This design comes from an exercise in tuning for small area on the open sky130 flow, not from production work. Only simulation tests tie the RTL to the original design; equivalence was not proved. Power is estimated from default activity; no workload was simulated.

--- flow/config.mk ---
export PLATFORM = sky130hd
export DESIGN_NAME = rgb_mixer
export DESIGN_NICKNAME = rgb_mixer
export VERILOG_FILES = /design/flow/design.v
export SDC_FILE = /design/flow/constraint.sdc
export NUM_CORES = 4
export LEC_CHECK = 0
export CAP_MARGIN = 20
export CORE_MARGIN = 2
export CORE_UTILIZATION = 40
export SLEW_MARGIN = 20
--- flow/constraint.sdc ---
create_clock -name core_clock -period 10.0 [get_ports {clk}]
set_input_delay 2.0000 -clock core_clock [delete_from_list [all_inputs] [get_ports {clk}]]
set_output_delay 2.0000 -clock core_clock [all_outputs]
set_load 0.01 [all_outputs]
--- flow/design.v ---
`default_nettype none
`timescale 1ns/1ns
module debounce (input wire clk, input wire reset, input wire button, output wire prev, output wire chg);
  reg db; reg [3:0] c; reg [3:0] cn; reg isa, isb, n8;
  wire m = button ^ db;
  always @(*) begin
    case (c)
      4'b0100: begin cn = m ? 4'b0111 : 4'b0100; isa = 0; isb = 0; n8 = 0; end
      4'b0111: begin cn = m ? 4'b0010 : 4'b0100; isa = 0; isb = 0; n8 = 0; end
      4'b0010: begin cn = m ? 4'b0011 : 4'b0100; isa = 0; isb = 0; n8 = 0; end
      4'b0011: begin cn = m ? 4'b0000 : 4'b0100; isa = 0; isb = 0; n8 = 0; end
      4'b0000: begin cn = m ? 4'b0101 : 4'b0100; isa = 0; isb = 0; n8 = 0; end
      4'b0101: begin cn = m ? 4'b0110 : 4'b0100; isa = 0; isb = 0; n8 = 0; end
      4'b0110: begin cn = m ? 4'b0001 : 4'b0100; isa = 0; isb = 0; n8 = 0; end
      4'b0001: begin cn = m ? 4'b1111 : 4'b0100; isa = 0; isb = 0; n8 = 0; end
      4'b1111: begin cn = m ? 4'b1010 : 4'b1000; isa = 0; isb = 0; n8 = 1; end
      4'b1010: begin cn = m ? 4'b1101 : 4'b1100; isa = 1; isb = 0; n8 = 0; end
      4'b1000: begin cn = m ? 4'b1110 : 4'b1100; isa = 1; isb = 0; n8 = 0; end
      4'b1100: begin cn = m ? 4'b0111 : 4'b0100; isa = 0; isb = 1; n8 = 0; end
      4'b1101: begin cn = m ? 4'b0010 : 4'b0100; isa = 0; isb = 1; n8 = 0; end
      4'b1110: begin cn = m ? 4'b0011 : 4'b0100; isa = 0; isb = 1; n8 = 0; end
      default: begin cn = 4'bxxxx; isa = 1'bx; isb = 1'bx; n8 = 1'bx; end
    endcase
  end
  assign prev = db ^ isa;
  assign chg = isb;
  always @(posedge clk) begin
    if (reset) begin db <= 1'b0; c <= 4'b0100; end
    else begin c <= cn; db <= db ^ n8; end
  end
endmodule
`default_nettype none
`timescale 1ns/1ns
module encoder (
    input wire clk,
    input wire reset,
    input wire a_prev,
    input wire a_chg,
    input wire b_prev,
    input wire b_chg,
    output reg [7:0] value
);
    wire d = a_prev ^ b_prev;
    wire en = (a_chg ^ b_chg) & d;
    wire down = b_chg;
    wire [7:0] t;
    assign t[0] = en;
    genvar i;
    generate
        for (i = 1; i < 8; i = i + 1) begin : chain
            assign t[i] = t[i-1] & (value[i-1] ^ down);
        end
    endgenerate
    always @(posedge clk) begin
        if (reset)
            value <= 8'd0;
        else
            value <= value ^ t;
    end
endmodule
`default_nettype none
`timescale 1ns/1ns
module pwm (
    input wire clk,
    input wire reset,
    output reg [7:0] q
);
    wire [7:0] t;
    assign t[0] = 1'b1;
    genvar i;
    generate
        for (i = 1; i < 8; i = i + 1) begin : chain
            assign t[i] = t[i-1] & ~q[i-1];
        end
    endgenerate
    always @(posedge clk) begin
        if (reset)
            q <= 8'd0;
        else
            q <= q ^ t;
    end
endmodule
module pwm_cmp (
    input wire [7:0] q,
    input wire [7:0] level,
    output wire out
);
    wire [8:0] c;
    assign c[0] = 1'b0;
    genvar i;
    generate
        for (i = 0; i < 8; i = i + 1) begin : chain
            assign c[i+1] = (level[i] & q[i]) | (level[i] & c[i]) | (q[i] & c[i]);
        end
    endgenerate
    assign out = c[8];
endmodule
`default_nettype none
`timescale 1ns/1ns
module rgb_mixer (
    input clk,
    input reset_n,
    input enc0_a,
    input enc0_b,
    input enc1_a,
    input enc1_b,
    input enc2_a,
    input enc2_b,
    output pwm0_out,
    output pwm1_out,
    output pwm2_out
);
    wire reset = ! reset_n;
    wire p0a, c0a, p0b, c0b;
    wire p1a, c1a, p1b, c1b;
    wire p2a, c2a, p2b, c2b;
    wire [7:0] enc0, enc1, enc2;
    wire [7:0] count;
    debounce debounce0_a(.clk(clk), .reset(reset), .button(enc0_a), .prev(p0a), .chg(c0a));
    debounce debounce0_b(.clk(clk), .reset(reset), .button(enc0_b), .prev(p0b), .chg(c0b));
    debounce debounce1_a(.clk(clk), .reset(reset), .button(enc1_a), .prev(p1a), .chg(c1a));
    debounce debounce1_b(.clk(clk), .reset(reset), .button(enc1_b), .prev(p1b), .chg(c1b));
    debounce debounce2_a(.clk(clk), .reset(reset), .button(enc2_a), .prev(p2a), .chg(c2a));
    debounce debounce2_b(.clk(clk), .reset(reset), .button(enc2_b), .prev(p2b), .chg(c2b));
    encoder encoder0(.clk(clk), .reset(reset), .a_prev(p0a), .a_chg(c0a), .b_prev(p0b), .b_chg(c0b), .value(enc0));
    encoder encoder1(.clk(clk), .reset(reset), .a_prev(p1a), .a_chg(c1a), .b_prev(p1b), .b_chg(c1b), .value(enc1));
    encoder encoder2(.clk(clk), .reset(reset), .a_prev(p2a), .a_chg(c2a), .b_prev(p2b), .b_chg(c2b), .value(enc2));
    pwm pwm_count(.clk(clk), .reset(reset), .q(count));
    pwm_cmp cmp0(.q(count), .level(enc0), .out(pwm0_out));
    pwm_cmp cmp1(.q(count), .level(enc1), .out(pwm1_out));
    pwm_cmp cmp2(.q(count), .level(enc2), .out(pwm2_out));
endmodule
--- flow/run.sh ---
#!/bin/bash
# synth_recipe.tcl (not shown) runs the flow's synth.tcl, then flattens the netlist and writes it again
# the make line also repeats each setting of config.mk as NAME=value (left out here)
make -C /OpenROAD-flow-scripts/flow DESIGN_CONFIG=/design/flow/config.mk WORK_HOME=/design/flow/orfs CLKGATE_MAP_FILE= SYNTH_SCRIPT=/design/flow/synth_recipe.tcl finish
==> flow_summary.yaml, run 1 <==
outcome:
  outcome: "complete, no violations"
cts:
  clk_latency_ns: 0.34
  cts_sinks: 62
  cts_setup_buffers: 0
  cts_tree: "yes"
  clock_path_buffers: 2
  cts_hold_buf: 0
  cts-root-buf: "clkbuf_8"
  h-tree-depth: 3
  cts_buffers: 9
  cts-resized-gates: 0
  path_clk_slew_ns: 0.07
cells_and_area:
  fin_util_pct: 44.9
  syn_to_final_growth_pct: 7.96
  antenna_cells: 0
  layout.nets: 462
  final_cells: 561
  drive_gt1_share_pct: 4.42
  fillers: 884
grt:
  grt_max_degree: 32
  overflow: 0
  grt_pass1_wl_mm: 13.2
  grt_pass1_vias: 2951
  track_usage_pct: 16.2
  antenna_found_initial: 0
yosys:
  ys_ff_latch: 62
  synth.most_common_cell: "dfxtp_1"
  syn_area_um2: 3650
  synth_nets: 471
  yosysTopAreaCellShare_pct: 34.0
  ys_types: 46
  async_flop_share_pct: 0
  synth_largest_area_cell: "dfxtp_1"
  syn_avg_cell_area_um2: 7.98
  synth-edff-count: 0
  synthFlopType: "dfxtp_1"
  ys_seq_area_share_pct: 34.0
  ys.warnings.count: 3
  yosys-top-cells-count: "dfxtp_1, nor2_1, a21oi_1"
  syn_inst: 457
  synth_area_leaders: "dfxtp_1, xnor2_1, nor2_1"
sta:
  tightest_slew_ns: 0.612
  relSlewSlack_pct: 59.2
  rsz0062_at_grt: "false"
  timing.final.ws_setup_ns: 5.59
  setup_viol: 0
  slew_violations: 0
  clock.fmax_mhz: 227
  fin_skew_ns: 0.00994
  tns_ns: 0
  finalHoldViolCount: 0
  period_minus_slack_ns: 4.41
  fin_crit_sh_pct: 44.1
die:
  die_h_um: 99.5
  dieWidth_um: 99.5
  core_um2: 8760
  start_util_pct: 41.6
  ios: 11
  core.rowCount: 34
  die_area_um2: 9900
critical_path:
  cp-end-kind: "primary output"
  required_ns: 8.00
  crit_fanout: 12
  crit_chain: "o221ai_1, a311oi_1, nor3_1, maj3_1, a21oi_1, clkdlybuf4s50_1"
  path_class: "register to primary output"
  slowest_stage: "clkdlybuf4s50_1"
  arrival_ns: 2.41
  start_kind: "register"
  slowest_delay_ns: 0.55
placement:
  place_ws_ns: 5.87
  gp_congestion: 0.796
  hpwlAfterDp_mm: 5.06
  place_inst: 545
  io_buffers: 10
route:
  via_per_inst: 5.62
  dr.pass1.iters: 4
  drc: 0
  via_count: 3155
  wire_per_inst_um: 12.9
  routed_wl_mm: 7.26
  ant_nets: 0
  first_iter_violations: 108
power:
  ir_worst_vdd_mv: 0.0738
  p_per_area_nw_per_um2: 140
  power_w: 0.000550
  power_leakage_nw: 1.25
min_path:
  hp-class: "register to register"
flow_run:
  maxCapViolCount: 0
where the power goes:
group          internal, W  switching, W  leakage (nW)
Clock             0.000110     0.0000979        0.0954
Sequential        0.000260     0.0000234         0.505
Combinational    0.0000277     0.0000318         0.651
cell usage in the layout (no fill, tap or decap), types with 4 or more instances in the layout:
cell type | synthesis | final
a31oi_1 | 4 | 4
o211ai_1 | 9 | 9
a211o_1 | 4 | 4
o21ai_0 | 22 | 22
a211oi_1 | 6 | 6
xnor2_1 | 34 | 34
or3_1 | 19 | 19
nand3_1 | 7 | 7
clkbuf_8 | 0 | 12
a21oi_1 | 41 | 41
dfxtp_1 | 62 | 62
inv_1 | 17 | 17
a221oi_1 | 7 | 7
clkdlybuf4s50_1 | 0 | 10
nor3_1 | 4 | 4
and2_1 | 5 | 5
a2111o_1 | 6 | 6
a311oi_1 | 13 | 13
nor2b_1 | 7 | 7
o2111ai_1 | 6 | 6
xor2_1 | 9 | 9
ha_1 | 6 | 6
nor2_1 | 61 | 61
nand2_1 | 39 | 39
sequential cells by signal (all words and copies together) (netlist names), 4 cells and up:
register	count
pwm_count.q	8
debounce1_a.c	4
debounce0_b.c	4
encoder0.value	8
debounce0_a.c	4
debounce1_b.c	4
debounce2_a.c	4
debounce2_b.c	4
encoder2.value	8
encoder1.value	8
stage by stage:
step / hold slack [ns] / area (µm²)
after CTS: 0.501 / 3940
final: 0.506 / 3940
after detailed placement: 0.488 / 3750
after global placement: 0.479 / 3750
after floorplan: 0.438 / 3650
after global routing: 0.554 / 3940
cell type report:
class                   instances  area (µm²)  area share [%]
repair buffers                 11         108            2.73
clock inverters                 3        17.5           0.445
multi-input cells             346        2200            55.9
flip-flops and latches         62        1240            31.5
well taps                     108         135            3.43
clock buffers                  13         169            4.29
inverters                      18        67.6            1.72
metal layers:
metal	wire length [µm]	share of wire (%)	GRT usage, %	vias to the layer above
li1	-	-	-	1636
met1	3550	49	20.2	1496
met2	3500	48	27.5	17
met3	116	1.6	3.58	6
met4	93	1.3	5.90	0
met5	0	0	0	-
path summary, 6_finish.rpt:
kind | cells past startpoint | start | to | slack [ns]
max | 6 | pwm_count.q[4]$_SDFF_PN0_ | pwm2_out | 5.59
min | 1 | pwm_count.q[0]$_SDFF_PN0_ | pwm_count.q[0]$_SDFF_PN0_ | 0.51
max reg2reg | 5 | debounce2_b.c[2]$_SDFF_PN1_ | encoder2.value[6]$_SDFF_PN0_ | 7.68
min reg2reg | 1 | pwm_count.q[0]$_SDFF_PN0_ | pwm_count.q[0]$_SDFF_PN0_ | 0.51
worst max-delay path: cells and delay by family, from the launching register on:
family,cells,cell delay (ns)
simple gates,1,0.11
compound gates,3,0.52
fa+ha+maj,1,0.35
flops,1,0.54
buf+inv,1,0.55
logic make-up after synthesis:
logic type      count (synthesis)  synth area share [%]
mux                             1                 0.309
fa+ha+maj                       8                  2.61
simple gates                  156                  19.8
xor+xnor                       46                  12.2
buf+inv                        49                  5.66
flops                          62                  34.0
compound gates                135                  25.4
==> run 2, diff against run 1 <==
--- a/flow/config.mk
+++ b/flow/config.mk
@@ -10,2 +10,5 @@
 export CORE_UTILIZATION = 40
+export CTS_BUF_LIST = sky130_fd_sc_hd__clkbuf_8
+export CTS_CLUSTER_DIAMETER = 500
+export CTS_CLUSTER_SIZE = 100
 export SLEW_MARGIN = 20
==> flow_summary.yaml, run 2 <==
outcome:
  outcome: "complete, no violations"
flow_run:
  maxCapViolCount: 0
cells_and_area:
  layout_common_cells: "dfxtp_1, nor2_1, a21oi_1"
  antenna_cells: 0
  drive_gt1_share_pct: 4.42
  fin_util_pct: 44.9
  stdcell_area_um2: 3940
  layout.nets: 462
  multi_input_area_um2: 2200
  final_common_cell: "dfxtp_1"
  seqCellArea_um2: 1240
  syn_to_final_growth_pct: 7.96
  fillers: 884
power:
  power_leakage_nw: 1.26
  power_w: 0.000549
  ir_worst_vdd_mv: 0.0738
  p_per_area_nw_per_um2: 140
yosys:
  synth-edff-count: 0
  synth_area_leaders: "dfxtp_1, xnor2_1, nor2_1"
  syn_inst: 457
  ys_seq_area_share_pct: 34.0
  synthFlopType: "dfxtp_1"
  ys_types: 46
  synth.most_common_cell: "dfxtp_1"
  yosysTopAreaCellShare_pct: 34.0
  syn_avg_cell_area_um2: 7.98
  yosys-top-cells-count: "dfxtp_1, nor2_1, a21oi_1"
  synth_nets: 471
  ys_ff_latch: 62
  synth_largest_area_cell: "dfxtp_1"
  syn_area_um2: 3650
  async_flop_share_pct: 0
  ys.warnings.count: 3
grt:
  grt_pass1_vias: 2951
  track_usage_pct: 16.2
  antenna_found_initial: 0
  grt_max_degree: 32
  overflow: 0
  grt_pass1_wl_mm: 13.2
cts:
  clk_latency_ns: 0.34
  cts-resized-gates: 0
  cts_tree: "yes"
  path_clk_slew_ns: 0.07
  cts-root-buf: "clkbuf_8"
  cts_hold_buf: 0
  h-tree-depth: 3
  cts_sinks: 62
  cts_buffers: 9
  cts_setup_buffers: 0
  clock_path_buffers: 2
min_path:
  holdPathStages: 1
  min_from: "pwm_count.q[0]$_SDFF_PN0_"
  hp-class: "register to register"
  whs_endpoint: "pwm_count.q[0]$_SDFF_PN0_"
sta:
  tns_ns: 0
  relSlewSlack_pct: 59.2
  fin_skew_ns: 0.00994
  setup_viol: 0
  finalHoldViolCount: 0
  slew_violations: 0
  fin_crit_sh_pct: 44.1
  rsz0062_at_grt: "false"
  period_minus_slack_ns: 4.41
  tightest_slew_ns: 0.612
  hold_ws_ns: 0.506
  clock.fmax_mhz: 227
critical_path:
  timing.rr.end: "encoder2.value[6]$_SDFF_PN0_"
  crit_fanout: 12
  path_class: "register to primary output"
  r2r-start: "debounce2_b.c[2]$_SDFF_PN1_"
  r2r_cells: 5
  ff2ff_setup_slack_ns: 7.68
  cp-end-kind: "primary output"
  arrival_ns: 2.41
  required_ns: 8.00
  start_kind: "register"
die:
  die_area_um2: 9900
  core.rowCount: 34
  core_um2: 8760
  ios: 11
  start_util_pct: 41.6
  dieWidth_um: 99.5
  die_h_um: 99.5
placement:
  gp_congestion: 0.796
  hpwlAfterDp_mm: 5.06
  place_area_um2: 3750
  io_buffers: 10
route:
  wire_per_inst_um: 13.0
  drc: 0
  ant_nets: 0
  via_per_inst: 5.63
  via_count: 3156
  first_iter_violations: 108
  dr.pass1.iters: 4
  routed_wl_mm: 7.27
run 2: metrics by stage:
stage	cells	worst slack, ns
final	561	5.59
after global placement	545	5.98
after global routing	561	5.28
after floorplan	457	6.43
after CTS	561	5.55
after detailed placement	545	5.87
run 2: final cells by class:
cell class,instances,share of cell area (%)
clock inverter,4,0.540
clock buffer,12,4.19
timing repair buffer,11,2.73
tap,108,3.43
multi-input combinational,346,55.9
inverter,18,1.72
sequential,62,31.5
run 2: how the worst max path moves through the flow:
stage | startpoint | end
2_1_floorplan | encoder2.value[5]$_SDFF_PN0_ | pwm2_out
3_3_place_gp | reset_n | debounce0_b.c[3]$_SDFF_PN0_
3_5_place_dp | reset_n | debounce0_b.c[3]$_SDFF_PN0_
4_1_cts | pwm_count.q[4]$_SDFF_PN0_ | pwm2_out
5_1_grt | pwm_count.q[4]$_SDFF_PN0_ | pwm2_out
6_report | pwm_count.q[4]$_SDFF_PN0_ | pwm2_out
run 2: per-layer routing:
layer / vias to the layer above / global-route usage [%] / part of all wire (%)
li1: 1637 / - / -
met1: 1496 / 20.2 / 49
met2: 17 / 27.5 / 48
met3: 6 / 3.58 / 1.6
met4: 0 / 5.90 / 1.3
met5: - / 0 / 0
run 2: logic make-up (layout without fill, tap and decap cells):
logic type,Yosys count,after routing,share of synthesized area [%]
compound gates,135,135,25.4
xor+xnor,46,46,12.2
fa+ha+maj,8,8,2.61
buf+inv,49,45,5.66
flops,62,62,34.0
mux,1,1,0.309
simple gates,156,156,19.8
run 2: power by group:
group | switching (W) | internal (W)
clock network | 0.0000980 | 0.000109
logic | 0.0000318 | 0.0000277
registers | 0.0000234 | 0.000260
run 2: critical path, cell delays in order, from the launching register on:
cell,delay (ns)
dfxtp_1,0.54
o221ai_1,0.15
a311oi_1,0.23
nor3_1,0.11
maj3_1,0.35
a21oi_1,0.14
clkdlybuf4s50_1,0.55

==> re-timing with driven ports <==
The flow's constraints put no driver on any port. The routed layouts listed below were extracted and timed again, unchanged, in two steps.
Step 1 assumes that a clkbuf_16 drives the clock port and a buf_2 every other input.
Step 2 also shifts input and output timing later by t, the mid clock arrival at the registers, as if the neighbouring blocks saw the same clock.
Three values: ideal ports, drivers, drivers and shift; two values: the first two.
| run | t (ns) | setup WS [ns] | pins driven straight from the clock port |
|---|---|---|---|
| run 1 | 0.363 | 5.587 / 5.554 / 5.864 | 1 |
| run 2 | 0.363 | 5.587 / 5.554 / 5.863 | 1 |
After both steps setup and hold are still met in every run listed.
